Context: an optimization exercise on an open-source flow, tuned for small area. The choices shown serve that exercise and are no tape-out recipe.
Function was checked by simulation only, so behaviour that the tests miss may differ from the original.
No activity file was given, so power comes from the tool's default toggle rates.

## memoria_fpga_top
module memoria_fpga_top (
    input  logic        clk50,
    input  logic [3:0]  SW,
    input  logic        KEY0_n,
    input  logic        KEY1_n,
    input  logic        RESET_n,
    output logic        vgaclk,
    output logic        hsync, vsync,
    output logic        sync_b, blank_b,
    output logic [7:0]  r, g, b,
    output logic        LED_P1,
    output logic        LED_P2,
    output logic [3:0]  P1_PAIRS,
    output logic [3:0]  P2_PAIRS,
    output logic [6:0]  HEX0,
    output logic [6:0]  HEX1,
    output logic [6:0]  HEX2
);
    logic       ph;
    logic [3:0] xs, ys;
    logic [6:0] xc;
    logic [5:0] yc;
    vgaController u_vgac (
        .clk(clk50), .rst_n(RESET_n), .ph(ph), .xs(xs), .xc(xc), .ys(ys), .yc(yc)
    );
    assign vgaclk = ~ph;
    assign hsync  = ~(xs == 4'b1010);
    assign vsync  = ~(ys == 4'b1010);
    assign sync_b = hsync & vsync;
    logic start_pulse, click_pulse;
    btn_debouncer u_db_start (.clk(clk50), .rst_n(RESET_n), .btn_n_raw(KEY0_n), .press(start_pulse));
    btn_debouncer u_db_click (.clk(clk50), .rst_n(RESET_n), .btn_n_raw(KEY1_n), .press(click_pulse));
    logic       gover, cur, a_up, b_up, a_gone;
    logic [3:0] ia, ib, p1, p2, sec;
    logic [7:0] pr;
  ...
Size in the first run: about 920 cells after synthesis.
export LEC_CHECK = 0
export ABC_AREA = 1
export CAP_MARGIN = 20
export CORE_MARGIN = 2
export CORE_UTILIZATION = 70
export PLACE_DENSITY = 0.85
export SLEW_MARGIN = 20
create_clock -name core_clock -period 80.0 [get_ports {clk50}]
standard.sh (not shown) runs the stock make flow with config.mk's settings and CLKGATE_MAP_FILE= SYNTH_SCRIPT=/design/flow/synth_recipe.tcl, a recipe that flattens the netlist after the stock synthesis.
==> flow/flow/run.sh <==
#!/bin/bash
# Own layout flow:
#  1. the standard synthesis (standard.sh synth), unchanged;
#  2. the combinational logic of that netlist re-mapped by ABC with an
#     area-oriented script (flow/remap.tcl, &deepsyn then &nf), four runs
#     with different random seeds in parallel, keeping the smallest result;
#     every register instance is kept with its name and cell;
#  3. the standard floorplan, placement, CTS and routing (standard.sh) on
#     the re-mapped netlist, with the port buffers made from buf_1 and a
#     clock tree of clkbuf_4 buffers without dummy balancing loads.
# Each step's full output goes to a log file of its own in this folder
# (ORFS's own per-step logs are under orfs/logs/).
set -euo pipefail
W=$(pwd)
R=$W/orfs/results/$FLOW_PLATFORM/memoria_fpga_top/base
YOSYS=$FLOW_HOME/../tools/install/yosys/bin/yosys
LIB=$FLOW_HOME/platforms/$FLOW_PLATFORM/lib/sky130_fd_sc_hd__tt_025C_1v80.lib

bash standard.sh synth > log_1_standard_synth.txt 2>&1
cp "$R/1_2_yosys.v" "$W/synth_standard.v"

for s in 1 2 3 4; do
    ABC_SCRIPT="+strash;&get,-n;&deepsyn,-T,90,-S,$s;&put;&get,-n;&dch,-f;&nf,-R,1000,-p;&put;topo" \
    LIB=$LIB IN=$W/synth_standard.v OUT=$W/remap_$s.v TOP=$FLOW_TOP \
    DONT_USE="$(cat flow/dont_use.txt)" \
        "$YOSYS" -c flow/remap.tcl > log_2_remap_$s.txt 2>&1 &
done
wait
best=""; besta=""
for s in 1 2 3 4; do
    a=$(awk '/Chip area/ {print $NF}' "$W/remap_$s.v.stat")
    echo "seed $s: area $a" >> log_2_remap_pick.txt
    if [[ -z "$best" ]] || awk -v a="$a" -v b="$besta" 'BEGIN {exit !(a < b)}'; then best=$s; besta=$a; fi
done
echo "picked seed $best" >> log_2_remap_pick.txt
cp "$W/remap_$best.v" "$R/1_2_yosys.v"
rm -f "$R/1_synth.odb" "$R/1_synth.sdc"

BUFFER_PORTS_ARGS="-buffer_cell sky130_fd_sc_hd__buf_1" \
CTS_ARGS="-sink_clustering_enable -repair_clock_nets -buf_list sky130_fd_sc_hd__clkbuf_4 -dont_use_dummy_load" \
    bash standard.sh > log_3_standard_layout.txt 2>&1
Other scripts of this flow, unchanged in this note and not shown: flow/flow/dont_use.txt, flow/flow/remap.tcl
The baseline produced a clean layout.
Next try:
--- a/flow/flow/run.sh
+++ b/flow/flow/run.sh
@@ -9,3 +9,3 @@
 #     the re-mapped netlist, with the port buffers made from buf_1 and a
-#     clock tree of clkbuf_4 buffers without dummy balancing loads.
+#     clock tree of clkbuf_8 buffers without dummy balancing loads.
 # Each step's full output goes to a log file of its own in this folder
@@ -39,3 +39,3 @@
 BUFFER_PORTS_ARGS="-buffer_cell sky130_fd_sc_hd__buf_1" \
-CTS_ARGS="-sink_clustering_enable -repair_clock_nets -buf_list sky130_fd_sc_hd__clkbuf_4 -dont_use_dummy_load" \
+CTS_ARGS="-sink_clustering_enable -repair_clock_nets -buf_list sky130_fd_sc_hd__clkbuf_8 -dont_use_dummy_load -sink_buffer_max_cap_derate 1.0" \
     bash standard.sh > log_3_standard_layout.txt 2>&1
=> Utilization grows by 0.97 points. Final cell count is unchanged. Clock skew shrinks by 0.017 ns. Via count stays flat. Routed wire length went up by about 1.2%. Power is higher by 6.8%. Sequential power is about the same.
Next try:
--- a/flow/flow/run.sh
+++ b/flow/flow/run.sh
@@ -39,3 +39,3 @@
 BUFFER_PORTS_ARGS="-buffer_cell sky130_fd_sc_hd__buf_1" \
-CTS_ARGS="-sink_clustering_enable -repair_clock_nets -buf_list sky130_fd_sc_hd__clkbuf_8 -dont_use_dummy_load -sink_buffer_max_cap_derate 1.0" \
+CTS_ARGS="-sink_clustering_enable -repair_clock_nets -buf_list sky130_fd_sc_hd__clkbuf_8 -dont_use_dummy_load" \
     bash standard.sh > log_3_standard_layout.txt 2>&1
- sequential share of layout area is unchanged
- clock power barely changes
- fmax stays the same
- count of clock-buffer cells in the layout does not change
- die area is unchanged
- non-clock buffer count does not change
- cell area is unchanged
- routed wire length does not change
- setup slack stays the same
- clock skew is unchanged


## run A
memoria_fpga_top, a different RTL version from the one above (not shown whole).
Size in the first run: roughly 880 cells after synthesis, roughly 0.0077 mm² of cells after synthesis.
Settings: LEC_CHECK=0, ABC_AREA=1, CAP_MARGIN=20, CORE_MARGIN=2, CORE_UTILIZATION=70, PLACE_DENSITY=0.85, SLEW_MARGIN=20; clock period 80.0 ns.
==> flow/flow/run.sh <==
#!/bin/bash
# Own layout flow:
#  1. the standard synthesis (standard.sh synth), unchanged;
#  2. the combinational logic of that netlist re-mapped by ABC with an
#     area-oriented script (flow/remap.tcl: three rounds of &deepsyn then
#     &nf with SAT-based area recovery), eight runs with different random seeds, four at a time, keeping the
#     smallest result;
#     every register instance is kept with its name and cell;
#  3. the standard floorplan, placement, CTS and routing (standard.sh) on
#     the re-mapped netlist, with the port buffers made from buf_1 and a
#     clock tree of clkbuf_8 buffers without dummy balancing loads.
# Each step's full output goes to a log file of its own in this folder
# (ORFS's own per-step logs are under orfs/logs/).
set -euo pipefail
W=$(pwd)
R=$W/orfs/results/$FLOW_PLATFORM/memoria_fpga_top/base
YOSYS=$FLOW_HOME/../tools/install/yosys/bin/yosys
LIB=$FLOW_HOME/platforms/$FLOW_PLATFORM/lib/sky130_fd_sc_hd__tt_025C_1v80.lib

bash standard.sh synth > log_1_standard_synth.txt 2>&1
cp "$R/1_2_yosys.v" "$W/synth_standard.v"

MAP="&get,-n;&dch,-f;&nf,-R,1000,-p,-F,8,-A,4,-a;&put"
for batch in "1 2 3 4" "5 6 7 8"; do
    for s in $batch; do
        SYN="&get,-n;&deepsyn,-T,90,-S,$s;&put"
        ABC_SCRIPT="+strash;$SYN;$MAP;strash;$SYN;$MAP;strash;$SYN;$MAP;topo" \
        LIB=$LIB IN=$W/synth_standard.v OUT=$W/remap_$s.v TOP=$FLOW_TOP \
        DONT_USE="$(cat flow/dont_use.txt)" \
            "$YOSYS" -c flow/remap.tcl > log_2_remap_$s.txt 2>&1 &
    done
    wait
done
best=""; besta=""
for s in 1 2 3 4 5 6 7 8; do
    [[ -f "$W/remap_$s.v.stat" && -s "$W/remap_$s.v" ]] || { echo "seed $s: failed" >> log_2_remap_pick.txt; continue; }
    a=$(awk '/Chip area/ {print $NF}' "$W/remap_$s.v.stat")
    echo "seed $s: area $a" >> log_2_remap_pick.txt
    if [[ -z "$best" ]] || awk -v a="$a" -v b="$besta" 'BEGIN {exit !(a < b)}'; then best=$s; besta=$a; fi
done
if [[ -n "$best" ]]; then
    echo "picked seed $best" >> log_2_remap_pick.txt
    cp "$W/remap_$best.v" "$R/1_2_yosys.v"
    rm -f "$R/1_synth.odb" "$R/1_synth.sdc"
else
    echo "no re-mapped netlist; keeping the standard one" >> log_2_remap_pick.txt
fi

BUFFER_PORTS_ARGS="-buffer_cell sky130_fd_sc_hd__buf_1" \
CTS_ARGS="-sink_clustering_enable -repair_clock_nets -buf_list sky130_fd_sc_hd__clkbuf_8 -dont_use_dummy_load" \
    bash standard.sh > log_3_standard_layout.txt 2>&1
==> flow/flow/remap.tcl <==
# Re-maps the combinational logic of the standard synthesis netlist with an
# area-oriented ABC script. Every register instance is kept as it is (same
# name, same cell). Environment: LIB, IN, OUT, TOP, DONT_USE.
yosys -import
read_liberty -ignore_miss_func $::env(LIB)
read_verilog $::env(IN)
hierarchy -top $::env(TOP)
setattr -mod -set keep_hierarchy 1 sky130_fd_sc_hd__df* sky130_fd_sc_hd__edf* sky130_fd_sc_hd__sdf* sky130_fd_sc_hd__dl*
flatten
opt_clean -purge
techmap
opt -fast
set du {}
foreach c $::env(DONT_USE) { lappend du -dont_use $c }
set script "+strash;&get,-n;&deepsyn,-T,60;&put;&get,-n;&dch,-f;&nf,-R,1000,-p;&put;topo"
if {[info exists ::env(ABC_SCRIPT)]} { set script $::env(ABC_SCRIPT) }
abc -liberty $::env(LIB) {*}$du -script $script
opt_clean -purge
hilomap -singleton -hicell sky130_fd_sc_hd__conb_1 HI -locell sky130_fd_sc_hd__conb_1 LO
insbuf -buf sky130_fd_sc_hd__buf_1 A X
splitnets
opt_clean -purge
# plain names for the internal nets (ports keep theirs)
yosys rename -hide w:* i:* o:* %u %d
tee -o $::env(OUT).stat stat -liberty $::env(LIB) $::env(TOP)
select $::env(TOP)
write_verilog -noattr -nohex -nodec -selected $::env(OUT)
Other scripts of this flow, unchanged in this note and not shown: flow/flow/dont_use.txt
Both conditions hold for run A: the flow ran to the end and the final layout passed the timing, DRC and antenna checks.
Relative to run A, the following input files were edited for run B:
==> flow/flow/run.sh <==
#!/bin/bash
# Own layout flow:
#  1. the standard synthesis (standard.sh synth), unchanged;
#  2. the combinational logic of that netlist re-mapped by ABC with an
#     area-oriented script (flow/remap.tcl: two rounds of &deepsyn then
#     &nf), four runs with different random seeds in parallel, keeping the
#     smallest result;
#     every register instance is kept with its name and cell;
#  3. the standard floorplan, placement, CTS and routing (standard.sh) on
#     the re-mapped netlist, with the port buffers made from buf_1 and a
#     clock tree of clkbuf_4 buffers without dummy balancing loads.
# Each step's full output goes to a log file of its own in this folder
# (ORFS's own per-step logs are under orfs/logs/).
set -euo pipefail
W=$(pwd)
R=$W/orfs/results/$FLOW_PLATFORM/memoria_fpga_top/base
YOSYS=$FLOW_HOME/../tools/install/yosys/bin/yosys
LIB=$FLOW_HOME/platforms/$FLOW_PLATFORM/lib/sky130_fd_sc_hd__tt_025C_1v80.lib

bash standard.sh synth > log_1_standard_synth.txt 2>&1
cp "$R/1_2_yosys.v" "$W/synth_standard.v"

for s in 1 2 3 4; do
    ABC_SCRIPT="+strash;&get,-n;&deepsyn,-T,90,-S,$s;&put;&get,-n;&dch,-f;&nf,-R,1000,-p;&put;strash;&get,-n;&deepsyn,-T,90,-S,$s;&put;&get,-n;&dch,-f;&nf,-R,1000,-p;&put;topo" \
    LIB=$LIB IN=$W/synth_standard.v OUT=$W/remap_$s.v TOP=$FLOW_TOP \
    DONT_USE="$(cat flow/dont_use.txt)" \
        "$YOSYS" -c flow/remap.tcl > log_2_remap_$s.txt 2>&1 &
done
wait
best=""; besta=""
for s in 1 2 3 4; do
    a=$(awk '/Chip area/ {print $NF}' "$W/remap_$s.v.stat")
    echo "seed $s: area $a" >> log_2_remap_pick.txt
    if [[ -z "$best" ]] || awk -v a="$a" -v b="$besta" 'BEGIN {exit !(a < b)}'; then best=$s; besta=$a; fi
done
echo "picked seed $best" >> log_2_remap_pick.txt
cp "$W/remap_$best.v" "$R/1_2_yosys.v"
rm -f "$R/1_synth.odb" "$R/1_synth.sdc"

BUFFER_PORTS_ARGS="-buffer_cell sky130_fd_sc_hd__buf_1" \
CTS_ARGS="-sink_clustering_enable -repair_clock_nets -buf_list sky130_fd_sc_hd__clkbuf_4 -dont_use_dummy_load" \
    bash standard.sh > log_3_standard_layout.txt 2>&1
--- outcome ---
- Number of combinational gates with multiple inputs for run B: 0.56% down relative to run A
- Die width (higher): run B
- Compared with run A, post-synthesis average cell area in run B increased slightly.
- Floorplan check, run B vs run A: die outline larger in run B

==> afterwards: timing with drivers on the ports <==
In the flow no input, the clock included, has a driving cell. The finished layouts below were timed again as built, in two steps.
Step 1, drivers: a clkbuf_16 drives clk50 and a buf_2 each remaining input, both assumed.
Step 2, shift: input delay + t, output delay - t, t = (earliest + latest rising clock arrival at the registers) / 2. This alone moves slack from input paths to output paths.
Three values: no drivers, after step 1, after step 2; two values: the first two.
| run | t (ns) | setup slack, ns | worst register clock-pin slew, ns | worst slew at a driven data input, ns |
|---|---|---|---|---|
| the first run of note 1 | 0.556 | 61.576 / 61.543 / 61.465 | 0.12 / 0.12 | 0.03 |
| the second run of note 1 | 0.463 | 61.659 / 61.623 / 61.426 | 0.08 / 0.08 | 0.03 |
| the third run of note 1 | 0.463 | 61.659 / 61.623 / 61.426 | 0.08 / 0.08 | 0.03 |
| run A | 0.461 | 61.913 / 61.879 / 61.504 | 0.08 / 0.08 | 0.04 |
| run B | 0.544 | 61.651 / 61.615 / 61.309 | 0.11 / 0.11 | 0.04 |
After both steps setup and hold are still met in every run listed. For run A, which loses most, drivers alone change the setup slack by -0.034 ns; drivers and shift together by -0.409 ns.
